Context: an optimization exercise on an open-source flow, tuned for a short achievable clock period and few clock cycles. The choices shown serve that exercise and are no tape-out recipe.
Function was checked by simulation only, so behaviour that the tests miss may differ from the original.
Power and IR drop assume default switching activity.

==> run.sh <==
#!/bin/bash
# synth_recipe.tcl (not shown) runs the flow's synth.tcl, then flattens the netlist and writes it again
# the make line also repeats each setting of config.mk as NAME=value (left out here)
make -C /OpenROAD-flow-scripts/flow DESIGN_CONFIG=/design/flow/config.mk WORK_HOME=/design/flow/orfs CLKGATE_MAP_FILE= SYNTH_SCRIPT=/design/flow/synth_recipe.tcl finish
==> config.mk <==
export PLATFORM = sky130hd
export DESIGN_NAME = y86_seq
export DESIGN_NICKNAME = y86_seq
export VERILOG_FILES = /design/flow/design.v
export SDC_FILE = /design/flow/constraint.sdc
export NUM_CORES = 4
export LEC_CHECK = 0
export CAP_MARGIN = 20
export CORE_MARGIN = 2
export CORE_UTILIZATION = 25
export MIN_ROUTING_LAYER = met2
export PLACE_DENSITY = 0.45
export SLEW_MARGIN = 20
==> constraint.sdc <==
create_clock -name core_clock -period 32.0 [get_ports {clk}]
set_input_delay 6.4000 -clock core_clock [delete_from_list [all_inputs] [get_ports {clk}]]
set_output_delay 6.4000 -clock core_clock [all_outputs]
set_load 0.01 [all_outputs]
==> design.v <==
module y86_seq(clk, rst, imem_addr, imem_data, dmem_addr, dmem_wdata, dmem_we, dmem_rdata, stat);
input clk;
input rst;
output [63:0] imem_addr;
input [79:0] imem_data;
output [63:0] dmem_addr;
output [63:0] dmem_wdata;
output dmem_we;
input [63:0] dmem_rdata;
output [1:0] stat;
localparam [3:0] IHALT=4'h0, INOP=4'h1, ICMOV=4'h2, IIRMOV=4'h3, IRMMOV=4'h4, IMRMOV=4'h5,
                 IOPQ=4'h6, IJXX=4'h7, ICALL=4'h8, IRET=4'h9, IPUSH=4'hA, IPOP=4'hB;
localparam [3:0] RSP=4'h4, RNONE=4'hF;
function cond;
	input [3:0] fn;
	input zf, sf, of;
	begin
		case (fn)
			4'h0: cond = 1'b1;
			4'h1: cond = (sf ^ of) | zf;
			4'h2: cond = sf ^ of;
			4'h3: cond = zf;
			4'h4: cond = ~zf;
			4'h5: cond = ~(sf ^ of);
			default: cond = ~(sf ^ of) & ~zf;
		endcase
	end
endfunction
function [66:0] opq;
	input [1:0] fn;
	input [63:0] a, b;
	reg [63:0] r;
	reg o, z;
	begin
		case (fn)
			2'd0: begin r = b + a; o = (a[63] == b[63]) && (r[63] != a[63]); z = ((a ^ b) == {a[62:0] | b[62:0], 1'b0}); end
			2'd1: begin r = b - a; o = (a[63] != b[63]) && (r[63] != b[63]); z = (a == b); end
			2'd2: begin r = b & a; o = 1'b0; z = (r == 64'd0); end
			default: begin r = b ^ a; o = 1'b0; z = (a == b); end
		endcase
		opq = {o, r[63], z, r};
	end
endfunction
reg [1:0] stat_reg;
reg ZF, SF, OF;
wire [63:0] rf [0:15];
assign rf[15] = 64'd0;
reg [9:0] pc;           
reg pc_adr;             
reg ret_pend;           
reg [3:0] bt_v;
reg [9:0] bt_tag [0:3];
reg [3:0] bt_fn [0:3];
reg [9:0] bt_tgt [0:3];
reg bt_tadr [0:3];
reg [1:0] bt_c [0:3];   
reg bt_sk [0:3];        
reg [1:0] bt_ptr;
reg [3:0] rs_v;
reg [10:0] rs_a [0:3];
reg [1:0] rs_sp;        
reg xv;
reg [3:0] x_ic0, x_fn0, x_rA0, x_rB0;
reg [63:0] x_valC;
reg [10:0] x_valP;
reg x_rp;               
reg [10:0] x_rtgt;
reg [3:1] x_v, x_op, x_mv, x_mve;
reg [3:0] x_fn [1:3];
reg [3:0] x_rA [1:3];
reg [3:0] x_rB [1:3];
reg x_bv;               
reg [1:0] x_bi;         
reg skp;                
reg [3:0] skp_fn;
reg [3:0] x_bfn;
reg x_bpred;            
reg [9:0] x_alt;        
reg x_alt_adr;
assign stat = stat_reg;
assign imem_addr = {54'd0, pc};
wire run = (stat_reg == 2'b00);
reg [63:0] x_a0, x_b0;
reg [63:0] x_a [1:3];
reg [63:0] x_b [1:3];
wire [63:0] a0 = x_a0;
wire [63:0] b0 = x_b0;
wire [63:0] bm8 = b0 - 64'd8;
wire [63:0] bp8 = b0 + 64'd8;
wire [66:0] alu0 = opq(x_fn0[1:0], a0, b0);
reg x_c0;               
reg x_skip0;            
reg [2:0] x_selA [1:3]; 
reg [2:0] x_selB [1:3];
wire cnd0 = x_c0;
wire skip0 = x_skip0;
wire [7:0] lo_bc = {1'b0, b0[6:0]} + {1'b0, x_valC[6:0]};
wire [56:0] hx = b0[63:7] ^ x_valC[63:7];
wire hz0 = (hx == {b0[62:7] | x_valC[62:7], 1'b0});      
wire hz1 = (hx == {57{1'b1}});                              
wire bc_bad = lo_bc[7] ? !hz1 : !hz0;
wire sp_lo_ok = (b0[7:0] >= 8'd8) && (b0[7:0] <= 8'd135);
wire bm8_bad = (b0[63:8] != 56'd0) || !sp_lo_ok;
wire a0_bad = (a0[63:7] != 57'd0);
reg [63:0] e0, wdata0;
reg [6:0] addr0;
reg rd0, wr0, fault0;
reg [3:0] dE0, dM0;
reg zf0, sf0, of0;
always @(*) begin
	e0 = a0; wdata0 = a0; addr0 = lo_bc[6:0]; rd0 = 1'b0; wr0 = 1'b0; fault0 = 1'b0;
	dE0 = RNONE; dM0 = RNONE;
	zf0 = ZF; sf0 = SF; of0 = OF;
	case (x_ic0)
		ICMOV: begin if (cnd0) dE0 = x_rB0; end
		IIRMOV: begin e0 = x_valC; dE0 = x_rB0; end
		IRMMOV: begin wr0 = 1'b1; fault0 = bc_bad; end
		IMRMOV: begin rd0 = 1'b1; dM0 = x_rA0; fault0 = bc_bad; end
		IOPQ: begin e0 = alu0[63:0]; zf0 = alu0[64]; sf0 = alu0[65]; of0 = alu0[66]; dE0 = x_rB0; end
		ICALL: begin e0 = bm8; addr0 = bm8[6:0]; wr0 = 1'b1; wdata0 = {53'd0, x_valP}; dE0 = RSP; fault0 = bm8_bad; end
		IRET: begin e0 = bp8; addr0 = a0[6:0]; rd0 = 1'b1; dE0 = RSP; fault0 = a0_bad; end
		IPUSH: begin e0 = bm8; addr0 = bm8[6:0]; wr0 = 1'b1; dE0 = RSP; fault0 = bm8_bad; end
		IPOP: begin e0 = bp8; addr0 = a0[6:0]; rd0 = 1'b1; dE0 = RSP; dM0 = x_rA0; fault0 = a0_bad; end
		default: ;
	endcase
	if (dE0 == dM0) dE0 = RNONE;
	if (skip0) begin dE0 = RNONE; zf0 = ZF; sf0 = SF; of0 = OF; end
end
wire xfault = xv && fault0;
assign dmem_addr = {57'd0, addr0};
assign dmem_wdata = wdata0;
assign dmem_we = xv && wr0 && !fault0 && run && !rst;
wire [63:0] sa [0:3];
wire [3:0] sd [0:3];            
wire [63:0] se [0:3];           
wire [2:0] scc [0:3];           
assign sa[0] = a0;
assign sd[0] = dE0;
assign se[0] = e0;
assign scc[0] = {of0, sf0, zf0};
genvar gk, gj;
generate for (gk = 1; gk < 4; gk = gk + 1) begin : g_slot
	reg [63:0] a, b;
	integer j;
	always @(*) begin
		a = x_a[gk];
		b = x_b[gk];
		for (j = 0; j < gk; j = j + 1) begin
			if (x_selA[gk][j]) a = sa[j];
			if (x_selB[gk][j]) b = sa[j];
		end
	end
	wire [66:0] alu = opq(x_fn[gk][1:0], a, b);
	wire c = cond(x_fn[gk], scc[gk-1][0], scc[gk-1][1], scc[gk-1][2]);
	assign sa[gk] = a;
	assign sd[gk] = (x_v[gk] && (x_op[gk] || (x_mv[gk] && c))) ? x_rB[gk] : RNONE;
	assign se[gk] = x_op[gk] ? alu[63:0] : a;
	assign scc[gk] = (x_v[gk] && x_op[gk]) ? alu[66:64] : scc[gk-1];
end endgenerate
wire xgo = xv && run;
wire ccZ = xv ? scc[3][0] : ZF;
wire ccS = xv ? scc[3][1] : SF;
wire ccO = xv ? scc[3][2] : OF;
wire btaken = cond(x_bfn, scc[3][0], scc[3][1], scc[3][2]);
wire mispred = xv && x_bv && (btaken != x_bpred);
wire ret_bad = xv && (x_ic0 == IRET) && x_rp && !((dmem_rdata[63:11] == 53'd0) && (dmem_rdata[10:0] == x_rtgt));
genvar gi;
generate for (gi = 0; gi < 15; gi = gi + 1) begin : g_rf
	reg [63:0] r;
	assign rf[gi] = r;
	always @(posedge clk) begin
		if (xgo) begin
			if (sd[3] == gi) r <= se[3];
			else if (sd[2] == gi) r <= se[2];
			else if (sd[1] == gi) r <= se[1];
			else if (dM0 == gi) r <= dmem_rdata;
			else if (dE0 == gi) r <= e0;
		end
	end
end endgenerate
wire [7:0] ib [0:9];
generate for (gi = 0; gi < 10; gi = gi + 1) begin : g_ib
	assign ib[gi] = imem_data[8*gi+7:8*gi];
end endgenerate
wire [3:0] f_ic0 = ib[0][7:4];
wire [3:0] f_fn0 = ib[0][3:0];
wire [3:0] f_rA0 = ib[1][7:4];
wire [3:0] f_rB0 = ib[1][3:0];
reg f_ok0, f_regs0, f_cont0;
always @(*) begin
	f_ok0 = 1'b1; f_regs0 = 1'b0; f_cont0 = 1'b0;
	case (f_ic0)
		IHALT: ;
		INOP: ;
		ICMOV: begin f_ok0 = (f_fn0 < 4'h7); f_regs0 = 1'b1; f_cont0 = 1'b1; end
		IIRMOV, IRMMOV, IMRMOV: f_regs0 = 1'b1;
		IOPQ: begin f_ok0 = (f_fn0 < 4'h4); f_regs0 = 1'b1; f_cont0 = 1'b1; end
		IJXX: f_ok0 = (f_fn0 < 4'h7);
		ICALL: ;
		IRET: ;
		IPUSH: begin f_regs0 = 1'b1; f_cont0 = 1'b1; end
		IPOP: f_regs0 = 1'b1;
		default: f_ok0 = 1'b0;
	endcase
end
wire [63:0] f_valC = f_regs0 ? imem_data[79:16] : imem_data[71:8];
reg [3:0] f_sA0, f_sB0;
always @(*) begin
	f_sA0 = RNONE; f_sB0 = RNONE;
	case (f_ic0)
		ICMOV: f_sA0 = f_rA0;
		IRMMOV: begin f_sA0 = f_rA0; f_sB0 = f_rB0; end
		IMRMOV: f_sB0 = f_rB0;
		IOPQ: begin f_sA0 = f_rA0; f_sB0 = f_rB0; end
		ICALL: f_sB0 = RSP;
		IRET: begin f_sA0 = RSP; f_sB0 = RSP; end
		IPUSH: begin f_sA0 = f_rA0; f_sB0 = RSP; end
		IPOP: begin f_sA0 = RSP; f_sB0 = RSP; end
		default: ;
	endcase
end
wire [3:1] p_op, p_mv;
wire [3:0] p_fn [1:3];
wire [3:0] p_rA [1:3];
wire [3:0] p_rB [1:3];
generate for (gi = 1; gi < 4; gi = gi + 1) begin : g_pos
	assign p_op[gi] = (ib[2*gi][7:4] == IOPQ) && (ib[2*gi][3:0] < 4'h4);
	assign p_mv[gi] = (ib[2*gi][7:4] == ICMOV) && (ib[2*gi][3:0] < 4'h7);
	assign p_fn[gi] = ib[2*gi][3:0];
	assign p_rA[gi] = ib[2*gi+1][7:4];
	assign p_rB[gi] = ib[2*gi+1][3:0];
end endgenerate
wire [3:0] lt0 = (f_ic0 == IOPQ) ? f_rB0 : (f_ic0 == IPUSH) ? RSP : RNONE;
wire cc0 = (f_ic0 == IOPQ);
wire cc1 = cc0 | p_op[1];
wire cc2 = cc1 | p_op[2];
wire [3:0] lt1 = (p_op[1] || (p_mv[1] && cc0)) ? p_rB[1] : RNONE;
wire [3:0] lt2 = (p_op[2] || (p_mv[2] && cc1)) ? p_rB[2] : RNONE;
function hit3;
	input [3:0] r, l0, l1, l2;
	hit3 = (r != RNONE) && (r == l0 || r == l1 || r == l2);
endfunction
wire [3:1] p_fit;
assign p_fit[1] = (p_op[1] && !hit3(p_rA[1], lt0, RNONE, RNONE) && !hit3(p_rB[1], lt0, RNONE, RNONE))
               || (p_mv[1] && !hit3(p_rA[1], lt0, RNONE, RNONE));
assign p_fit[2] = (p_op[2] && !hit3(p_rA[2], lt0, lt1, RNONE) && !hit3(p_rB[2], lt0, lt1, RNONE))
               || (p_mv[2] && !hit3(p_rA[2], lt0, lt1, RNONE));
assign p_fit[3] = (p_op[3] && !hit3(p_rA[3], lt0, lt1, lt2) && !hit3(p_rB[3], lt0, lt1, lt2))
               || (p_mv[3] && !hit3(p_rA[3], lt0, lt1, lt2));
wire [3:1] f_v;
assign f_v[1] = f_cont0 && p_fit[1];
assign f_v[2] = f_v[1] && p_fit[2];
assign f_v[3] = f_v[2] && p_fit[3];
wire [3:1] f_op = p_op;
wire [3:1] f_mv = p_mv;
wire [3:1] f_mve = {p_mv[3] && !cc2, p_mv[2] && !cc1, p_mv[1] && !cc0};
wire [3:0] f_fn [1:3];
wire [3:0] f_rA [1:3];
wire [3:0] f_rB [1:3];
generate for (gi = 1; gi < 4; gi = gi + 1) begin : g_fs
	assign f_fn[gi] = p_fn[gi];
	assign f_rA[gi] = p_rA[gi];
	assign f_rB[gi] = p_rB[gi];
end endgenerate
reg [3:0] f_len;
always @(*) begin
	if (f_ic0 == IIRMOV || f_ic0 == IRMMOV || f_ic0 == IMRMOV) f_len = 4'd10;
	else if (f_ic0 == IJXX || f_ic0 == ICALL) f_len = 4'd9;
	else if (!f_regs0) f_len = 4'd1;
	else if (f_v[3]) f_len = 4'd8;
	else if (f_v[2]) f_len = 4'd6;
	else if (f_v[1]) f_len = 4'd4;
	else f_len = 4'd2;
end
wire [3:0] rid [0:7];
assign rid[0] = f_sA0;
assign rid[1] = f_sB0;
assign rid[2] = f_rA[1];
assign rid[3] = f_rB[1];
assign rid[4] = f_rA[2];
assign rid[5] = f_rB[2];
assign rid[6] = f_rA[3];
assign rid[7] = f_rB[3];
wire [63:0] rdv [0:7];
generate for (gi = 0; gi < 8; gi = gi + 1) begin : g_rd
	reg [63:0] v;
	always @(*) begin
		v = rf[rid[gi]];
		if (xgo && rid[gi] != RNONE) begin
			if (dE0 == rid[gi]) v = e0;
			if (dM0 == rid[gi]) v = dmem_rdata;
			if (sd[1] == rid[gi]) v = se[1];
			if (sd[2] == rid[gi]) v = se[2];
			if (sd[3] == rid[gi]) v = se[3];
		end
	end
	assign rdv[gi] = v;
end endgenerate
wire f_skip0 = skp && cond(skp_fn, ccZ, ccS, ccO);
wire f_c0 = cond(f_fn0, ccZ, ccS, ccO);
wire [3:0] f_rBs [0:3];
wire [3:0] f_byp;
assign f_rBs[0] = f_rB0;
assign f_byp[0] = (f_ic0 == ICMOV) && f_c0 && !f_skip0 && (f_rB0 != RNONE);
generate for (gi = 1; gi < 4; gi = gi + 1) begin : g_byp
	assign f_rBs[gi] = f_rB[gi];
	assign f_byp[gi] = f_v[gi] && f_mve[gi] && cond(f_fn[gi], ccZ, ccS, ccO) && (f_rB[gi] != RNONE);
end endgenerate
reg [2:0] f_selA [1:3];
reg [2:0] f_selB [1:3];
integer sk, sj;
always @(*) begin
	for (sk = 1; sk < 4; sk = sk + 1) begin
		f_selA[sk] = 3'd0; f_selB[sk] = 3'd0;
		for (sj = 0; sj < sk; sj = sj + 1) begin
			f_selA[sk][sj] = f_byp[sj] && (f_rBs[sj] == f_rA[sk]);
			f_selB[sk][sj] = f_byp[sj] && (f_rBs[sj] == f_rB[sk]);
		end
	end
end
reg [1:0] f_fault;
always @(*) begin
	if (pc_adr) f_fault = 2'b10;
	else if (!f_ok0) f_fault = 2'b11;
	else if (f_ic0 == IHALT) f_fault = 2'b01;
	else f_fault = 2'b00;
end
reg [10:1] bt_hit;
reg [1:0] bt_hi [1:10];
reg bt_self;
integer k, o;
always @(*) begin
	bt_self = 1'b0;
	for (o = 1; o <= 10; o = o + 1) begin
		bt_hit[o] = 1'b0; bt_hi[o] = 2'd0;
	end
	for (k = 0; k < 4; k = k + 1) begin
		if (bt_v[k] && bt_tag[k] == pc) bt_self = 1'b1;
		for (o = 1; o <= 10; o = o + 1)
			if (bt_v[k] && {1'b0, bt_tag[k]} == {1'b0, pc} + o) begin bt_hit[o] = 1'b1; bt_hi[o] = k; end
	end
end
wire [11:0] cn [1:10];          
wire [11:0] ca [1:10];          
wire [3:0] cf [1:10];           
wire [10:1] csk;                
wire [10:1] cp;                 
wire [10:1] ch;                 
wire [1:0] cbi [1:10];          
generate for (gi = 1; gi <= 10; gi = gi + 1) begin : g_cand
	wire [10:0] sq = {1'b0, pc} + gi;
	wire [10:0] sb = {1'b0, pc} + gi + 9;
	wire [1:0] bi = bt_hi[gi];
	wire [11:0] tg = {bt_tadr[bi], bt_tgt[bi]};
	reg [11:0] sbc;
	integer kk;
	always @(*) begin
		sbc = {1'b0, sb};
		for (kk = 0; kk < 4; kk = kk + 1)
			if (bt_v[kk] && bt_fn[kk] == 4'h0 && {1'b0, bt_tag[kk]} == sb) sbc = {bt_tadr[kk], bt_tgt[kk]};
	end
	assign cf[gi] = bt_fn[bi];
	assign csk[gi] = bt_sk[bi];
	assign cbi[gi] = bi;
	assign cp[gi] = !bt_sk[bi] && ((bt_fn[bi] == 4'h0) || bt_c[bi][1]);
	assign ch[gi] = bt_hit[gi];
	assign cn[gi] = !bt_hit[gi] ? {1'b0, sq} : cp[gi] ? tg : sbc;
	assign ca[gi] = cp[gi] ? sbc : tg;
end endgenerate
wire f_fold = ch[f_len] && (f_ic0 != IJXX) && (f_ic0 != ICALL) && (f_ic0 != IRET);
wire f_sk = f_fold && csk[f_len];
wire [3:0] f_bfn = cf[f_len];
wire f_bpred = cp[f_len];
wire f_jtaken = cond(f_fn0, ccZ, ccS, ccO);
wire f_tadr = (f_valC[63:10] != 54'd0);
wire [10:0] rs_top = rs_a[rs_sp];
wire f_rp = (f_ic0 == IRET) && rs_v[rs_sp];
reg [11:0] f_next;
always @(*) begin
	if (f_ic0 == ICALL || (f_ic0 == IJXX && f_jtaken)) f_next = {f_tadr, f_valC[9:0]};
	else if (f_ic0 == IRET) f_next = {rs_top[10], rs_top[9:0]};
	else if (f_ic0 == IJXX) f_next = {1'b0, pc} + 12'd9;
	else f_next = cn[f_len];
end
wire [9:0] f_npc = f_next[9:0];
wire f_nadr = f_next[11] | f_next[10];
wire [11:0] f_altv = ca[f_len];
wire [9:0] f_alt = f_altv[9:0];
wire f_altadr = f_altv[11] | f_altv[10];
wire f_real = run && !ret_pend && !mispred && !ret_bad && !xfault;
wire f_issue = f_real && (f_fault == 2'b00);
always @(posedge clk) begin
	if (rst) begin
		stat_reg <= 2'b00;
		ZF <= 1'b0; SF <= 1'b0; OF <= 1'b0;
		pc <= 10'd0; pc_adr <= 1'b0;
		ret_pend <= 1'b0;
		skp <= 1'b0;
		xv <= 1'b0;
		bt_v <= 4'd0;
		bt_ptr <= 2'd0;
		rs_v <= 4'd0;
		rs_sp <= 2'd0;
	end
	else if (run) begin
		if (xfault) stat_reg <= 2'b10;
		else if (f_real) stat_reg <= f_fault;
		if (xgo) begin ZF <= scc[3][0]; SF <= scc[3][1]; OF <= scc[3][2]; end
		if (ret_bad || ret_pend) begin
			pc <= dmem_rdata[9:0]; pc_adr <= (dmem_rdata[63:10] != 54'd0);
		end
		else if (mispred) begin
			pc <= x_alt; pc_adr <= x_alt_adr;
		end
		else begin
			pc <= f_npc; pc_adr <= f_nadr;
		end
		ret_pend <= f_issue && (f_ic0 == IRET) && !f_rp;
		skp <= f_issue && f_sk;
		xv <= f_issue && (f_ic0 != IJXX);
		if (!pc_adr && f_ic0 == IJXX && f_ok0 && !bt_self) begin
			bt_v[bt_ptr] <= 1'b1;
			bt_ptr <= bt_ptr + 2'd1;
			bt_c[bt_ptr] <= (!f_tadr && (f_valC[9:0] <= pc)) ? 2'b10 : 2'b01;
		end
		if (xv && x_bv) begin
			if (btaken && bt_c[x_bi] != 2'b11) bt_c[x_bi] <= bt_c[x_bi] + 2'd1;
			if (!btaken && bt_c[x_bi] != 2'b00) bt_c[x_bi] <= bt_c[x_bi] - 2'd1;
		end
		if (f_issue && f_ic0 == ICALL) begin
			rs_v[rs_sp + 2'd1] <= 1'b1;
			rs_sp <= rs_sp + 2'd1;
		end
		else if (f_issue && f_ic0 == IRET) begin
			rs_v[rs_sp] <= 1'b0;
			rs_sp <= rs_sp - 2'd1;
		end
	end
end
integer m;
always @(posedge clk) begin
	if (!pc_adr && f_ic0 == IJXX && f_ok0 && !bt_self) begin
		bt_tag[bt_ptr] <= pc;
		bt_fn[bt_ptr] <= f_fn0;
		bt_tgt[bt_ptr] <= f_valC[9:0];
		bt_tadr[bt_ptr] <= f_tadr;
		bt_sk[bt_ptr] <= (f_fn0 != 4'h0) && !f_tadr && ({1'b0, f_valC[9:0]} == {1'b0, pc} + 11'd11)
			&& (((ib[9][7:4] == IOPQ) && (ib[9][3:0] < 4'h4)) || ((ib[9][7:4] == ICMOV) && (ib[9][3:0] < 4'h7)));
	end
	if (f_issue && f_ic0 == ICALL)
		rs_a[rs_sp + 2'd1] <= {1'b0, pc} + 11'd9;
	x_ic0 <= f_ic0; x_fn0 <= f_fn0; x_rA0 <= f_rA0; x_rB0 <= f_rB0;
	x_a0 <= rdv[0]; x_b0 <= rdv[1];
	x_valC <= f_valC;
	x_valP <= {1'b0, pc} + 11'd9;
	x_rp <= f_rp;
	x_rtgt <= rs_top;
	x_v <= f_v; x_op <= f_op; x_mv <= f_mv; x_mve <= f_mve;
	for (m = 1; m < 4; m = m + 1) begin
		x_fn[m] <= f_fn[m]; x_rA[m] <= f_rA[m]; x_rB[m] <= f_rB[m];
		x_a[m] <= rdv[2*m]; x_b[m] <= rdv[2*m+1];
		x_selA[m] <= f_selA[m]; x_selB[m] <= f_selB[m];
	end
	x_bv <= f_fold && !f_sk;
	x_bi <= cbi[f_len];
	x_c0 <= f_c0;
	x_skip0 <= f_skip0;
	skp_fn <= cf[f_len];
	x_bfn <= f_bfn;
	x_bpred <= f_bpred;
	x_alt <= f_alt;
	x_alt_adr <= f_altadr;
end
endmodule
==> impl_metrics.env, run 1 <==
export IMPL_numCtsBuffers=309
export IMPL_synthTopCellsByArea="edfxtp_1 (13%), a22oi_1 (7.3%), a21oi_1 (6.4%)"
export IMPL_synth_cell_types=138
export IMPL_yosys_most_used_dff="edfxtp_1"
export IMPL_clock_sinks=1828
export IMPL_syn_inst=38000
export IMPL_overflow=85300
export IMPL_place_hpwl_mm=2670
export IMPL_yosysMostFrequentCell="nor2_1"
export IMPL_error="[ERROR GRT-0116] Global routing finished with congestion. Check the congestion regions in the DRC Viewer."
export IMPL_synth_top_area_cell="edfxtp_1"
export IMPL_synth_commonest_cells="nor2_1 (4,264), clkbuf_1 (3,804), nand2_1 (3,532)"
export IMPL_io_buffers=229
export IMPL_place_area_um2=289000
export IMPL_cts_resized=0
export IMPL_synth_warnings=41
export IMPL_synthArstFlopShare=0
export IMPL_synth_seq_area_share=0.184
export IMPL_grt_pass1_vias=582000
export IMPL_synth_area_um2=260000
export IMPL_synth_top_area_frac=0.129
export IMPL_outcome="stopped before the end"
export IMPL_cts_htree_levels=5
export IMPL_cts_hold_buf=0
export IMPL_track_usage=1.13
export IMPL_die_x_mm=1.02
export IMPL_ios=341
export IMPL_place_gp_congestion=1.64
export IMPL_initial_utilization=0.251
export IMPL_post_cts_buffers=0
export IMPL_stop_stage="global routing"
export IMPL_fp_row_count=374
export IMPL_cts_root_buf="clkbuf_16"
export IMPL_synth_edf_count=1116
export IMPL_die_h_mm=1.02
export IMPL_grt_max_degree=108
export IMPL_placed_cells=49600
export IMPL_grt_pass1_wl_mm=5300
export IMPL_clk_path_buf_depth=5
export IMPL_ys_ff_latch=1828
export IMPL_syn_area_per_cell_um2=6.84
==> worst min-delay path by stage <==
stage,start,end,slack (ns),cells after the start
2_1_floorplan,skp,skp,0.43,2
3_3_place_gp,rs_v[1],rs_v[1],0.47,2
3_5_place_dp,rs_v[3],rs_v[3],0.47,2
4_1_cts,rs_v[3],rs_v[3],0.48,2
==> power groups by stage <==
stage	combinational, µW	sequential, µW	clock [µW]
after CTS	12200	3110	3760
after detailed placement	12100	3160	0
after global placement	12200	3170	0
after floorplan	5500	2850	0
==> layer usage <==
layer,GRT overflow,global-route usage
met1,-,-
met4,9190,1.02
met2,24300,1.08
met5,3647,1.09
met3,48100,1.26
==> kinds of logic after synthesis <==
family	Yosys count	share of synthesized area
xor gates and xnor gates	1375	0.0488
buffers and inverters	6274	0.0953
AOI/OAI and AO/OA	14500	0.372
other	1	0.0000144
adders and majority gates	879	0.0426
and+or+nand+nor	11700	0.202
muxes	1383	0.0563
DFF	1828	0.184
==> metrics by stage <==
step | setup WS [ns] | hold slack [ns] | total power, µW | util
3_5_place_dp | 16.62 | 0.472 | 15300 | 0.279
2_1_floorplan | 18.53 | 0.432 | 8350 | -
3_3_place_gp | 16.03 | 0.472 | 15400 | 0.277
4_1_cts | 17.12 | 0.483 | 19000 | 0.288
Testbench counts, summed over its fixed seeds: cycles 11,934.
==> run 2, diff against run 1 <==
--- a/design.v
+++ b/design.v
@@ -1,3 +1,9 @@
+module y86_we_gate(we, rst, dmem_we);
+input we;
+input rst;
+output dmem_we;
+assign dmem_we = we & ~rst;
+endmodule
 module y86_seq(clk, rst, imem_addr, imem_data, dmem_addr, dmem_wdata, dmem_we, dmem_rdata, stat);
 input clk;
 input rst;
@@ -65,10 +71,10 @@
 reg [10:0] x_valP;
 reg x_rp;               
 reg [10:0] x_rtgt;
-reg [3:1] x_v, x_op, x_mv, x_mve;
-reg [3:0] x_fn [1:3];
-reg [3:0] x_rA [1:3];
-reg [3:0] x_rB [1:3];
+reg [1:1] x_v, x_op, x_mv, x_mve;
+reg [3:0] x_fn [1:1];
+reg [3:0] x_rA [1:1];
+reg [3:0] x_rB [1:1];
 reg x_bv;               
 reg [1:0] x_bi;         
 reg skp;                
@@ -81,8 +87,8 @@
 assign imem_addr = {54'd0, pc};
 wire run = (stat_reg == 2'b00);
 reg [63:0] x_a0, x_b0;
-reg [63:0] x_a [1:3];
-reg [63:0] x_b [1:3];
+reg [63:0] x_a [1:1];
+reg [63:0] x_b [1:1];
 wire [63:0] a0 = x_a0;
 wire [63:0] b0 = x_b0;
 wire [63:0] bm8 = b0 - 64'd8;
@@ -90,8 +96,8 @@
 wire [66:0] alu0 = opq(x_fn0[1:0], a0, b0);
 reg x_c0;               
 reg x_skip0;            
-reg [2:0] x_selA [1:3]; 
-reg [2:0] x_selB [1:3];
+reg [0:0] x_selA [1:1]; 
+reg [0:0] x_selB [1:1];
 wire cnd0 = x_c0;
 wire skip0 = x_skip0;
 wire [7:0] lo_bc = {1'b0, b0[6:0]} + {1'b0, x_valC[6:0]};
@@ -129,17 +135,18 @@
 wire xfault = xv && fault0;
 assign dmem_addr = {57'd0, addr0};
 assign dmem_wdata = wdata0;
-assign dmem_we = xv && wr0 && !fault0 && run && !rst;
-wire [63:0] sa [0:3];
-wire [3:0] sd [0:3];            
-wire [63:0] se [0:3];           
-wire [2:0] scc [0:3];           
+wire we_x = xv && wr0 && !fault0 && run;
+y86_we_gate WE_GATE(.we(we_x), .rst(rst), .dmem_we(dmem_we));
+wire [63:0] sa [0:1];
+wire [3:0] sd [0:1];            
+wire [63:0] se [0:1];           
+wire [2:0] scc [0:1];           
 assign sa[0] = a0;
 assign sd[0] = dE0;
 assign se[0] = e0;
 assign scc[0] = {of0, sf0, zf0};
 genvar gk, gj;
-generate for (gk = 1; gk < 4; gk = gk + 1) begin : g_slot
+generate for (gk = 1; gk < 2; gk = gk + 1) begin : g_slot
 	reg [63:0] a, b;
 	integer j;
 	always @(*) begin
@@ -158,10 +165,10 @@
 	assign scc[gk] = (x_v[gk] && x_op[gk]) ? alu[66:64] : scc[gk-1];
 end endgenerate
 wire xgo = xv && run;
-wire ccZ = xv ? scc[3][0] : ZF;
-wire ccS = xv ? scc[3][1] : SF;
-wire ccO = xv ? scc[3][2] : OF;
-wire btaken = cond(x_bfn, scc[3][0], scc[3][1], scc[3][2]);
+wire ccZ = xv ? scc[1][0] : ZF;
+wire ccS = xv ? scc[1][1] : SF;
+wire ccO = xv ? scc[1][2] : OF;
+wire btaken = cond(x_bfn, scc[1][0], scc[1][1], scc[1][2]);
 wire mispred = xv && x_bv && (btaken != x_bpred);
 wire ret_bad = xv && (x_ic0 == IRET) && x_rp && !((dmem_rdata[63:11] == 53'd0) && (dmem_rdata[10:0] == x_rtgt));
 genvar gi;
@@ -170,9 +177,7 @@
 	assign rf[gi] = r;
 	always @(posedge clk) begin
 		if (xgo) begin
-			if (sd[3] == gi) r <= se[3];
-			else if (sd[2] == gi) r <= se[2];
-			else if (sd[1] == gi) r <= se[1];
+			if (sd[1] == gi) r <= se[1];
 			else if (dM0 == gi) r <= dmem_rdata;
 			else if (dE0 == gi) r <= e0;
 		end
@@ -219,11 +224,11 @@
 		default: ;
 	endcase
 end
-wire [3:1] p_op, p_mv;
-wire [3:0] p_fn [1:3];
-wire [3:0] p_rA [1:3];
-wire [3:0] p_rB [1:3];
-generate for (gi = 1; gi < 4; gi = gi + 1) begin : g_pos
+wire [1:1] p_op, p_mv;
+wire [3:0] p_fn [1:1];
+wire [3:0] p_rA [1:1];
+wire [3:0] p_rB [1:1];
+generate for (gi = 1; gi < 2; gi = gi + 1) begin : g_pos
 	assign p_op[gi] = (ib[2*gi][7:4] == IOPQ) && (ib[2*gi][3:0] < 4'h4);
 	assign p_mv[gi] = (ib[2*gi][7:4] == ICMOV) && (ib[2*gi][3:0] < 4'h7);
 	assign p_fn[gi] = ib[2*gi][3:0];
@@ -232,32 +237,22 @@
 end endgenerate
 wire [3:0] lt0 = (f_ic0 == IOPQ) ? f_rB0 : (f_ic0 == IPUSH) ? RSP : RNONE;
 wire cc0 = (f_ic0 == IOPQ);
-wire cc1 = cc0 | p_op[1];
-wire cc2 = cc1 | p_op[2];
-wire [3:0] lt1 = (p_op[1] || (p_mv[1] && cc0)) ? p_rB[1] : RNONE;
-wire [3:0] lt2 = (p_op[2] || (p_mv[2] && cc1)) ? p_rB[2] : RNONE;
 function hit3;
 	input [3:0] r, l0, l1, l2;
 	hit3 = (r != RNONE) && (r == l0 || r == l1 || r == l2);
 endfunction
-wire [3:1] p_fit;
+wire [1:1] p_fit;
 assign p_fit[1] = (p_op[1] && !hit3(p_rA[1], lt0, RNONE, RNONE) && !hit3(p_rB[1], lt0, RNONE, RNONE))
                || (p_mv[1] && !hit3(p_rA[1], lt0, RNONE, RNONE));
-assign p_fit[2] = (p_op[2] && !hit3(p_rA[2], lt0, lt1, RNONE) && !hit3(p_rB[2], lt0, lt1, RNONE))
-               || (p_mv[2] && !hit3(p_rA[2], lt0, lt1, RNONE));
-assign p_fit[3] = (p_op[3] && !hit3(p_rA[3], lt0, lt1, lt2) && !hit3(p_rB[3], lt0, lt1, lt2))
-               || (p_mv[3] && !hit3(p_rA[3], lt0, lt1, lt2));
-wire [3:1] f_v;
+wire [1:1] f_v;
 assign f_v[1] = f_cont0 && p_fit[1];
-assign f_v[2] = f_v[1] && p_fit[2];
-assign f_v[3] = f_v[2] && p_fit[3];
-wire [3:1] f_op = p_op;
-wire [3:1] f_mv = p_mv;
-wire [3:1] f_mve = {p_mv[3] && !cc2, p_mv[2] && !cc1, p_mv[1] && !cc0};
-wire [3:0] f_fn [1:3];
-wire [3:0] f_rA [1:3];
-wire [3:0] f_rB [1:3];
-generate for (gi = 1; gi < 4; gi = gi + 1) begin : g_fs
+wire [1:1] f_op = p_op;
+wire [1:1] f_mv = p_mv;
+wire [1:1] f_mve = p_mv[1] && !cc0;
+wire [3:0] f_fn [1:1];
+wire [3:0] f_rA [1:1];
+wire [3:0] f_rB [1:1];
+generate for (gi = 1; gi < 2; gi = gi + 1) begin : g_fs
 	assign f_fn[gi] = p_fn[gi];
 	assign f_rA[gi] = p_rA[gi];
 	assign f_rB[gi] = p_rB[gi];
@@ -267,22 +262,16 @@
 	if (f_ic0 == IIRMOV || f_ic0 == IRMMOV || f_ic0 == IMRMOV) f_len = 4'd10;
 	else if (f_ic0 == IJXX || f_ic0 == ICALL) f_len = 4'd9;
 	else if (!f_regs0) f_len = 4'd1;
-	else if (f_v[3]) f_len = 4'd8;
-	else if (f_v[2]) f_len = 4'd6;
 	else if (f_v[1]) f_len = 4'd4;
 	else f_len = 4'd2;
 end
-wire [3:0] rid [0:7];
+wire [3:0] rid [0:3];
 assign rid[0] = f_sA0;
 assign rid[1] = f_sB0;
 assign rid[2] = f_rA[1];
 assign rid[3] = f_rB[1];
-assign rid[4] = f_rA[2];
-assign rid[5] = f_rB[2];
-assign rid[6] = f_rA[3];
-assign rid[7] = f_rB[3];
-wire [63:0] rdv [0:7];
-generate for (gi = 0; gi < 8; gi = gi + 1) begin : g_rd
+wire [63:0] rdv [0:3];
+generate for (gi = 0; gi < 4; gi = gi + 1) begin : g_rd
 	reg [63:0] v;
 	always @(*) begin
 		v = rf[rid[gi]];
@@ -290,28 +279,26 @@
 			if (dE0 == rid[gi]) v = e0;
 			if (dM0 == rid[gi]) v = dmem_rdata;
 			if (sd[1] == rid[gi]) v = se[1];
-			if (sd[2] == rid[gi]) v = se[2];
-			if (sd[3] == rid[gi]) v = se[3];
 		end
 	end
 	assign rdv[gi] = v;
 end endgenerate
 wire f_skip0 = skp && cond(skp_fn, ccZ, ccS, ccO);
 wire f_c0 = cond(f_fn0, ccZ, ccS, ccO);
-wire [3:0] f_rBs [0:3];
-wire [3:0] f_byp;
+wire [3:0] f_rBs [0:1];
+wire [1:0] f_byp;
 assign f_rBs[0] = f_rB0;
 assign f_byp[0] = (f_ic0 == ICMOV) && f_c0 && !f_skip0 && (f_rB0 != RNONE);
-generate for (gi = 1; gi < 4; gi = gi + 1) begin : g_byp
+generate for (gi = 1; gi < 2; gi = gi + 1) begin : g_byp
 	assign f_rBs[gi] = f_rB[gi];
 	assign f_byp[gi] = f_v[gi] && f_mve[gi] && cond(f_fn[gi], ccZ, ccS, ccO) && (f_rB[gi] != RNONE);
 end endgenerate
-reg [2:0] f_selA [1:3];
-reg [2:0] f_selB [1:3];
+reg [0:0] f_selA [1:1];
+reg [0:0] f_selB [1:1];
 integer sk, sj;
 always @(*) begin
-	for (sk = 1; sk < 4; sk = sk + 1) begin
-		f_selA[sk] = 3'd0; f_selB[sk] = 3'd0;
+	for (sk = 1; sk < 2; sk = sk + 1) begin
+		f_selA[sk] = 1'd0; f_selB[sk] = 1'd0;
 		for (sj = 0; sj < sk; sj = sj + 1) begin
 			f_selA[sk][sj] = f_byp[sj] && (f_rBs[sj] == f_rA[sk]);
 			f_selB[sk][sj] = f_byp[sj] && (f_rBs[sj] == f_rB[sk]);
@@ -405,7 +392,7 @@
 	else if (run) begin
 		if (xfault) stat_reg <= 2'b10;
 		else if (f_real) stat_reg <= f_fault;
-		if (xgo) begin ZF <= scc[3][0]; SF <= scc[3][1]; OF <= scc[3][2]; end
+		if (xgo) begin ZF <= scc[1][0]; SF <= scc[1][1]; OF <= scc[1][2]; end
 		if (ret_bad || ret_pend) begin
 			pc <= dmem_rdata[9:0]; pc_adr <= (dmem_rdata[63:10] != 54'd0);
 		end
@@ -456,7 +443,7 @@
 	x_rp <= f_rp;
 	x_rtgt <= rs_top;
 	x_v <= f_v; x_op <= f_op; x_mv <= f_mv; x_mve <= f_mve;
-	for (m = 1; m < 4; m = m + 1) begin
+	for (m = 1; m < 2; m = m + 1) begin
 		x_fn[m] <= f_fn[m]; x_rA[m] <= f_rA[m]; x_rB[m] <= f_rB[m];
 		x_a[m] <= rdv[2*m]; x_b[m] <= rdv[2*m+1];
 		x_selA[m] <= f_selA[m]; x_selB[m] <= f_selB[m];
==> flow/run.sh (new file) <==
#!/bin/bash
# The standard layout (standard synthesis, floorplan, placement, CTS, routing), with:
#  - the port buffers made of sky130_fd_sc_hd__buf_4 cells instead of the cell buffer_ports
#    picks on its own (every port still gets its buffer);
#  - timing repair asked to leave 19 ns of setup slack where it can (the clock, its period and
#    the constraints are the design's own), free to resize cells to other footprints, without
#    cloning gates.
# Everything ORFS prints goes to standard_flow.log; each step's own log stays under orfs/logs.
set -euo pipefail
bash standard.sh 'BUFFER_PORTS_ARGS=-buffer_cell sky130_fd_sc_hd__buf_4' SETUP_SLACK_MARGIN=19 \
  SKIP_GATE_CLONING=1 MATCH_CELL_FOOTPRINT=0 finish > standard_flow.log 2>&1
==> standard.sh (new file) <==
#!/bin/bash
# synth_recipe.tcl (not shown) runs the flow's synth.tcl, then flattens the netlist and writes it again
# the make line also repeats each setting of config.mk as NAME=value (left out here)
make -C /OpenROAD-flow-scripts/flow DESIGN_CONFIG=/design/flow/config.mk WORK_HOME=/design/flow/orfs CLKGATE_MAP_FILE= SYNTH_SCRIPT=/design/flow/synth_recipe.tcl "${@:-finish}"
--- a/config.mk
+++ b/config.mk
@@ -6,8 +6,10 @@
 export NUM_CORES = 4
 export LEC_CHECK = 0
 export CAP_MARGIN = 20
+export CELL_PAD_IN_SITES_DETAIL_PLACEMENT = 1
+export CELL_PAD_IN_SITES_GLOBAL_PLACEMENT = 1
 export CORE_MARGIN = 2
-export CORE_UTILIZATION = 25
-export MIN_ROUTING_LAYER = met2
-export PLACE_DENSITY = 0.45
+export CORE_UTILIZATION = 22
+export PLACE_DENSITY = 0.4
 export SLEW_MARGIN = 20
+export SYNTH_HIERARCHICAL = 1
removed: run.sh
==> run 2 against run 1 <==
- now fails the layout checks on antenna rules
- synthesized cell count shrank 44%
- area after synthesis shrank 38%
==> impl_metrics.env, run 2 <==
export IMPL_cts_root_buf="clkbuf_16"
export IMPL_synth_top_area_cell="edfxtp_1"
export IMPL_io_buffers=229
export IMPL_placed_cells=30100
export IMPL_seqCellArea_um2=42100
export IMPL_cp_end_kind="output port"
export IMPL_stdcell_count=30600
export IMPL_syn_area_per_cell_um2=7.66
export IMPL_criticalPathCategory="in2out"
export IMPL_die_h_um=862
export IMPL_final_area_um2=186000
export IMPL_grt_max_degree=121
export IMPL_crit_fanout=2
export IMPL_power_leakage_uw=0.0676
export IMPL_yosys_most_used_dff="edfxtp_1"
export IMPL_switching_share=0.522
export IMPL_core_um2=734000
export IMPL_hp_class="reg2reg"
export IMPL_setup_violations=0
export IMPL_p_per_area_nw_per_um2=60.9
export IMPL_synth_warnings=77
export IMPL_layout_failed_checks="antenna rules"
export IMPL_place_gp_congestion=1.05
export IMPL_arrival_ns=6.75
export IMPL_antenna_found_initial=195
export IMPL_syn_inst=21100
export IMPL_synthArstFlopShare=0
export IMPL_drc=0
export IMPL_initial_utilization=0.220
export IMPL_comb_power_share=0.539
export IMPL_grt_pass1_vias=190000
export IMPL_numCtsBuffers=222
export IMPL_p_sw_uw=5910
export IMPL_clock_sinks=1540
export IMPL_seqPwrFrac=0.225
export IMPL_largest_register="g_rf.r"
export IMPL_final_util=0.253
export IMPL_multiInputGateArea_um2=111000
export IMPL_largest_register_ffs=960
export IMPL_synth_edf_count=1116
export IMPL_ys_ff_latch=1540
export IMPL_synth_seq_area_share=0.260
export IMPL_tightest_slew_ns=1.36
export IMPL_pwr_share_clk=0.236
export IMPL_place_hpwl_mm=1130
export IMPL_vdd_ir_drop_max_uv=52.8
export IMPL_drt_iter0_drc=35600
export IMPL_hold_viol_final=0
export IMPL_p_int_uw=5420
export IMPL_place_area_um2=178000
export IMPL_outcome="complete, but fails checks"
export IMPL_synthTopCellsByArea="edfxtp_1 (21%), mux2i_1 (6.3%), a22oi_1 (5.3%)"
export IMPL_clock_fmax_ghz=0.0760
export IMPL_dr_total_vias=206000
export IMPL_cts_tree="done"
export IMPL_worstSetupStartpointType="primary input"
export IMPL_fin_crit_sh=0.411
export IMPL_final_max_slew_viol_count=0
export IMPL_period_minus_slack_ns=13.15
export IMPL_drtAntennaViolNets=1
export IMPL_drive_gt1_frac=0.119
export IMPL_yosysMostFrequentCell="nand2_1"
export IMPL_synth_area_um2=162000
export IMPL_relSlewSlack=0.0952
export IMPL_grt_pass1_wl_mm=2060
export IMPL_die_x_um=862
export IMPL_drt_vias_per_instance=6.72
export IMPL_drv_cap=0
export IMPL_clk_path_buf_depth=4
export IMPL_areaGrowthSynthToFinish_pct=14.9
export IMPL_final_common_cell="nand2_1"
export IMPL_clk_pin_slew_ns=0.06
export IMPL_insertion_delay_ns=1.10
export IMPL_synth_top_area_frac=0.207
export IMPL_synth_cell_types=138
export IMPL_setup_tns_ns=0
export IMPL_overflow=0
export IMPL_die_area_um2=742000
export IMPL_skew_ns=0.166
export IMPL_track_usage=0.416
export IMPL_rsz0062_at_grt="yes"
export IMPL_synth_commonest_cells="nand2_1 (2,229), nor2_1 (1,985), clkbuf_1 (1,678)"
export IMPL_fp_row_count=315
export IMPL_drtPass1Iterations=12
export IMPL_cts_htree_levels=4
export IMPL_fillers=86500
export IMPL_drt_total_wl_mm=1620
export IMPL_cp_required_ns=25.60
export IMPL_mostFrequentLayoutCells="nand2_1 (2,214), nor2_1 (1,908), a21oi_1 (1,623), o21ai_0 (1,442), buf_4 (1,232)"
export IMPL_fin_nets=21100
export IMPL_ios=341
export IMPL_avgRoutedWirePerCell_um=52.9
## run 2: Yosys stat by module, one instance, submodules excluded
module / cells / times used / flip-flops and latches / cell area (µm²)
y86_seq: 21100 / 1 / 1540 / 162000
y86_we_gate: 1 / 1 / 0 / 13.8
## run 2: logic make-up after synthesis
kind of cell	Yosys count	synth area share
DFF	1540	0.260
xor gates and xnor gates	998	0.0581
AOI/OAI and AO/OA	7376	0.305
other	1	0.0000232
buffers and inverters	2841	0.0723
and+or+nand+nor	6631	0.188
adders and majority gates	497	0.0386
muxes	1229	0.0788
## run 2: cell type report
type | count | area share
Tap cell | 9827 | 0.0661
Clock buffer | 312 | 0.0339
Antenna cell | 152 | 0.00205
Clock inverter | 103 | 0.00509
Timing Repair Buffer | 1282 | 0.0551
Sequential cell | 1540 | 0.226
Inverter | 589 | 0.0119
Multi-Input combinational cell | 16800 | 0.600
## run 2: final timing paths
check                           cells past startpoint      from       endpoint  slack [ns]
worst max-delay path                                3       rst        dmem_we       18.85
worst min-delay path                                2  ret_pend       ret_pend        0.48
worst max register to register                     22   x_b0[5]  g_rf[8].r[37]       20.34
worst min register to register                      2  ret_pend       ret_pend        0.48
## run 2: power by group through the flow
| stage | clock network (µW) | registers [µW] | logic, µW |
|---|---|---|---|
| 2_1_floorplan | 0 | 2400 | 3070 |
| 3_3_place_gp | 0 | 2570 | 5780 |
| 3_5_place_dp | 0 | 2570 | 5800 |
| 6_report | 2670 | 2550 | 6100 |
| 4_1_cts | 2680 | 2530 | 5820 |
| 5_1_grt | 2730 | 2530 | 6180 |
## run 2: metrics by stage
step | total power (µW) | hold WS, ns | setup slack [ns]
after floorplan | 5460 | 0.432 | 19.09
after global placement | 8350 | 0.454 | 18.38
after detailed placement | 8360 | 0.468 | 18.51
after CTS | 11000 | 0.477 | 18.84
after global routing | 11400 | 0.501 | 18.84
final | 11300 | 0.476 | 18.85
## run 2: per-layer routing
metal	global-route usage	wire [µm]	part of all wire	vias to the layer above
li1	-	-	-	78100
met3	0.121	173000	0.11	5164
met4	0.358	175000	0.11	74
met5	0.00115	1000	0.00062	-
met2	0.590	650000	0.40	16900
met1	0.513	623000	0.38	106000
## run 2: what timing repair did
action,CTS,global route
pin swaps,0,0
hold buffers,0,0
gates resized for setup,5,1
endpoints found under the setup margin,1,2
setup buffers,2,0
## run 2: worst max-delay path, cell delays in order
cell,delay (ns)
buf_16,0.11
nor2b_4,0.12
buf_6,0.11
Testbench counts of run 2, summed over its fixed seeds: cycles 14,481.
==> run 3, diff against run 2 <==
--- a/design.v
+++ b/design.v
@@ -146,7 +146,7 @@
 assign se[0] = e0;
 assign scc[0] = {of0, sf0, zf0};
 genvar gk, gj;
-generate for (gk = 1; gk < 2; gk = gk + 1) begin : g_slot
+generate for (gk = 1; gk < 1; gk = gk + 1) begin : g_slot
 	reg [63:0] a, b;
 	integer j;
 	always @(*) begin
@@ -165,10 +165,10 @@
 	assign scc[gk] = (x_v[gk] && x_op[gk]) ? alu[66:64] : scc[gk-1];
 end endgenerate
 wire xgo = xv && run;
-wire ccZ = xv ? scc[1][0] : ZF;
-wire ccS = xv ? scc[1][1] : SF;
-wire ccO = xv ? scc[1][2] : OF;
-wire btaken = cond(x_bfn, scc[1][0], scc[1][1], scc[1][2]);
+wire ccZ = xv ? scc[0][0] : ZF;
+wire ccS = xv ? scc[0][1] : SF;
+wire ccO = xv ? scc[0][2] : OF;
+wire btaken = cond(x_bfn, scc[0][0], scc[0][1], scc[0][2]);
 wire mispred = xv && x_bv && (btaken != x_bpred);
 wire ret_bad = xv && (x_ic0 == IRET) && x_rp && !((dmem_rdata[63:11] == 53'd0) && (dmem_rdata[10:0] == x_rtgt));
 genvar gi;
@@ -177,8 +177,7 @@
 	assign rf[gi] = r;
 	always @(posedge clk) begin
 		if (xgo) begin
-			if (sd[1] == gi) r <= se[1];
-			else if (dM0 == gi) r <= dmem_rdata;
+			if (dM0 == gi) r <= dmem_rdata;
 			else if (dE0 == gi) r <= e0;
 		end
 	end
@@ -245,7 +244,7 @@
 assign p_fit[1] = (p_op[1] && !hit3(p_rA[1], lt0, RNONE, RNONE) && !hit3(p_rB[1], lt0, RNONE, RNONE))
                || (p_mv[1] && !hit3(p_rA[1], lt0, RNONE, RNONE));
 wire [1:1] f_v;
-assign f_v[1] = f_cont0 && p_fit[1];
+assign f_v[1] = 1'b0;
 wire [1:1] f_op = p_op;
 wire [1:1] f_mv = p_mv;
 wire [1:1] f_mve = p_mv[1] && !cc0;
@@ -265,20 +264,17 @@
 	else if (f_v[1]) f_len = 4'd4;
 	else f_len = 4'd2;
 end
-wire [3:0] rid [0:3];
+wire [3:0] rid [0:1];
 assign rid[0] = f_sA0;
 assign rid[1] = f_sB0;
-assign rid[2] = f_rA[1];
-assign rid[3] = f_rB[1];
-wire [63:0] rdv [0:3];
-generate for (gi = 0; gi < 4; gi = gi + 1) begin : g_rd
+wire [63:0] rdv [0:1];
+generate for (gi = 0; gi < 2; gi = gi + 1) begin : g_rd
 	reg [63:0] v;
 	always @(*) begin
 		v = rf[rid[gi]];
 		if (xgo && rid[gi] != RNONE) begin
 			if (dE0 == rid[gi]) v = e0;
 			if (dM0 == rid[gi]) v = dmem_rdata;
-			if (sd[1] == rid[gi]) v = se[1];
 		end
 	end
 	assign rdv[gi] = v;
@@ -392,7 +388,7 @@
 	else if (run) begin
 		if (xfault) stat_reg <= 2'b10;
 		else if (f_real) stat_reg <= f_fault;
-		if (xgo) begin ZF <= scc[1][0]; SF <= scc[1][1]; OF <= scc[1][2]; end
+		if (xgo) begin ZF <= scc[0][0]; SF <= scc[0][1]; OF <= scc[0][2]; end
 		if (ret_bad || ret_pend) begin
 			pc <= dmem_rdata[9:0]; pc_adr <= (dmem_rdata[63:10] != 54'd0);
 		end
@@ -445,7 +441,6 @@
 	x_v <= f_v; x_op <= f_op; x_mv <= f_mv; x_mve <= f_mve;
 	for (m = 1; m < 2; m = m + 1) begin
 		x_fn[m] <= f_fn[m]; x_rA[m] <= f_rA[m]; x_rB[m] <= f_rB[m];
-		x_a[m] <= rdv[2*m]; x_b[m] <= rdv[2*m+1];
 		x_selA[m] <= f_selA[m]; x_selB[m] <= f_selB[m];
 	end
 	x_bv <= f_fold && !f_sk;
==> run 3 against run 2 <==
- clock skew fell by 0.031 ns
- sequential cell count fell by 141
- largest power group unchanged
- critical path type unchanged
- total power fell by 35%
- clock-buffer cell count fell by 67
- now clean on timing, DRC and antenna
- synthesized cell count fell by 37%
- register-to-register slack improved by 2.3 ns
- sequential power fell by 11%
- worst hold slack got worse by 0.0083 ns
- combinational power fell by 54%
==> impl_metrics.env, run 3 <==
export IMPL_outcome="no timing/DRC/antenna violations"
export IMPL_seqPwrFrac=0.308
export IMPL_switching_share=0.435
export IMPL_overflow=0
export IMPL_drc=0
export IMPL_synth_top_area_frac=0.310
export IMPL_drt_iter0_drc=16600
export IMPL_clk_pin_slew_ns=0.06
export IMPL_grt_pass1_wl_mm=1170
export IMPL_clock_sinks=1399
export IMPL_avgRoutedWirePerCell_um=45.8
export IMPL_drv_cap=0
export IMPL_place_area_um2=119000
export IMPL_die_x_um=705
export IMPL_path_buf_inv=2
export IMPL_yosys_most_used_dff="edfxtp_1"
export IMPL_synth_cell_types=132
export IMPL_holdWs_ns=0.468
export IMPL_p_int_uw=4180
export IMPL_fp_row_count=257
export IMPL_die_area_um2=497000
export IMPL_cp_required_ns=25.60
export IMPL_path_cells="buf_16, nor2b_4, buf_6"
export IMPL_rsz0062_at_grt="yes"
export IMPL_areaGrowthSynthToFinish_pct=15.8
export IMPL_drt_total_wl_mm=901
export IMPL_largest_register="g_rf.r"
export IMPL_synth_seq_area_share=0.362
export IMPL_synth_warnings=75
export IMPL_ios=341
export IMPL_ys_ff_latch=1399
export IMPL_slowest_delay_ns=0.10
export IMPL_numCtsBuffers=190
export IMPL_initial_utilization=0.221
export IMPL_synth_area_um2=108000
export IMPL_fin_nets=13500
export IMPL_setup_tns_ns=0
export IMPL_synth_edf_count=1116
export IMPL_critPathSlowestCell="buf_16"
export IMPL_comb_power_share=0.379
export IMPL_cp_end_kind="output port"
export IMPL_die_h_um=705
export IMPL_p_sw_uw=3220
export IMPL_relSlewSlack=0.120
export IMPL_place_hpwl_mm=632
export IMPL_synthArstFlopShare=0
export IMPL_place_gp_congestion=1.01
export IMPL_insertion_delay_ns=0.98
export IMPL_final_common_cell="nor2_1"
export IMPL_arrival_ns=6.70
export IMPL_cts_htree_levels=4
export IMPL_crit_fanout=2
export IMPL_final_max_slew_viol_count=0
export IMPL_drtAntennaViolNets=0
export IMPL_track_usage=0.347
export IMPL_grt_pass1_vias=116000
export IMPL_antenna_found_initial=108
export IMPL_core_um2=490000
export IMPL_synth_top_area_cell="edfxtp_1"
export IMPL_setup_violations=0
export IMPL_placed_cells=19300
export IMPL_syn_inst=13200
export IMPL_synthTopCellsByArea="edfxtp_1 (31%), a21oi_1 (5.8%), nor2_1 (5.6%)"
export IMPL_cts_hold_buf=0
export IMPL_clk_path_buf_depth=4
export IMPL_period_minus_slack_ns=13.10
export IMPL_dr_total_vias=119000
export IMPL_pwr_share_clk=0.313
export IMPL_largest_register_ffs=960
export IMPL_clock_fmax_ghz=0.0763
export IMPL_hp_class="reg2reg"
export IMPL_grt_max_degree=63
export IMPL_stdcell_count=19700
export IMPL_syn_area_per_cell_um2=8.19
export IMPL_p_per_area_nw_per_um2=59.0
export IMPL_drive_gt1_frac=0.116
export IMPL_power_leakage_uw=0.0445
export IMPL_synth_commonest_cells="nor2_1 (1,627), nand2_1 (1,486), a21oi_1 (1,259)"
export IMPL_tightest_slew_ns=1.31
export IMPL_worstSetupStartpointType="primary input"
export IMPL_cts_root_buf="clkbuf_16"
export IMPL_drtPass1Iterations=6
export IMPL_cts_tree="done"
export IMPL_vdd_ir_drop_max_uv=44.3
export IMPL_yosysMostFrequentCell="nor2_1"
export IMPL_io_buffers=229
export IMPL_fin_crit_sh=0.409
export IMPL_hold_viol_final=0
export IMPL_final_area_um2=125000
export IMPL_criticalPathCategory="in2out"
export IMPL_cp_top_family="buffers and inverters"
export IMPL_drt_vias_per_instance=6.07
export IMPL_mostFrequentLayoutCells="nor2_1 (1,560), nand2_1 (1,476), a21oi_1 (1,248), edfxtp_1 (1,116), o21ai_0 (827)"
export IMPL_skew_ns=0.134
==> run 3: changes by cell type after synthesis, sizes merged, moves of 278 or more <==
cell | before | now
clkbuf | 1679 | 916
o21ai | 1559 | 877
nor2 | 1990 | 1629
mux2i | 1020 | 249
nand2 | 2231 | 1489
a22oi | 1145 | 575
a21oi | 1673 | 1264
nand3 | 606 | 328
==> run 3: area by class of cell <==
| type | count | area, µm² |
|---|---|---|
| inverters | 377 | 1420 |
| flip-flops and latches | 1399 | 39200 |
| repair buffers | 793 | 6080 |
| diodes | 36 | 90.1 |
| fillers | 56900 | 364000 |
| well taps | 6475 | 8100 |
| clock buffers | 245 | 5230 |
| clock inverters | 105 | 1160 |
| multi-input cells | 10200 | 64000 |
==> run 3: timing repair <==
action                                  in CTS  in global routing
gates resized for setup                      5                  0
buffers inserted                             1                  0
endpoints found under the setup margin       1                  1
==> run 3: tightest hold or removal path, stage by stage, from the launching register on <==
cell     delay [ns]
dfxtp_1        0.31
nand2_1        0.06
a21oi_1        0.05
==> run 3: power by group through the flow <==
stage | logic [µW] | clock network, µW | registers, µW
2_1_floorplan | 1480 | 0 | 2160
3_3_place_gp | 2680 | 0 | 2310
3_5_place_dp | 2710 | 0 | 2310
4_1_cts | 2720 | 2340 | 2270
5_1_grt | 2890 | 2390 | 2270
6_report | 2800 | 2310 | 2280
==> run 3: path summary, 6_finish.rpt <==
kind                  from          to  slack [ns]  depth (start not counted)
hold reg to reg   ret_pend    ret_pend        0.47                          2
setup reg to reg  x_b0[20]  rs_a[3][6]       22.63                         16
hold / removal    ret_pend    ret_pend        0.47                          2
setup / recovery       rst     dmem_we       18.90                          3
==> run 3: cells by family (layout without fill, tap and decap cells) <==
kind of cell             Yosys count  count (layout)  share of synthesized area
AND/OR/NAND/NOR                 4604            4604                      0.192
AO/OA/AOI/OAI                   4222            4222                      0.253
adder cells (fa/ha/maj)          301             301                     0.0350
XOR/XNOR                         699             699                     0.0620
flip-flops                      1399            1399                      0.362
other                              1             147                  0.0000347
buffers and inverters           1684            1520                     0.0657
multiplexers                     307             307                     0.0307
==> run 3: per-stage QoR <==
step | power [µW] | utilization | setup slack, ns
2_1_floorplan | 3630 | - | 19.09
3_3_place_gp | 4990 | 0.242 | 18.67
3_5_place_dp | 5010 | 0.242 | 18.67
4_1_cts | 7330 | 0.256 | 18.89
5_1_grt | 7550 | 0.256 | 18.88
6_report | 7400 | 0.256 | 18.90
==> run 3: layer usage <==
layer,wire (µm),GRT usage,vias up
met4,75000,0.239,50
met3,75300,0.0692,1990
met2,391000,0.534,7370
met5,339,0,-
met1,360000,0.435,61900
li1,-,-,48200
==> run 3: per-module statistics from Yosys (local to each module, per instance) <==
module | times used | flops+latches | cell area (µm²)
y86_seq | 1 | 1399 | 108000
y86_we_gate | 1 | 0 | 13.8
Testbench counts of run 3, summed over its fixed seeds: cycles 20,231.

[what the ideal ports hide]
In the flow no input, the clock included, has a driving cell. The finished layouts below were timed again as built, in two steps.
Step 1 assumes that a clkbuf_16 drives the clock port and a buf_2 every other input.
Step 2 moves the port delays by t, midway between the first and last clock arrival at a register: inputs arrive t later, outputs are due t later. That takes back most of the time a late clock gives input paths.
Three values: ideal ports, drivers, drivers and shift; two values: the first two.
run | shift t [ns] | setup WS [ns] | latest minus earliest clock arrival (ns) | worst register clock-pin slew, ns | cell pins on the clock port's net
run 2 | 1.164 | 18.848 / 18.787 / 18.086 | 0.166 / 0.166 | 0.08 / 0.08 | 1
run 3 | 1.044 | 18.896 / 18.834 / 18.800 | 0.141 / 0.140 | 0.08 / 0.08 | 1
The setup slack of run 2, which loses most, moves by -0.061 ns with the drivers and by -0.762 ns with both steps.
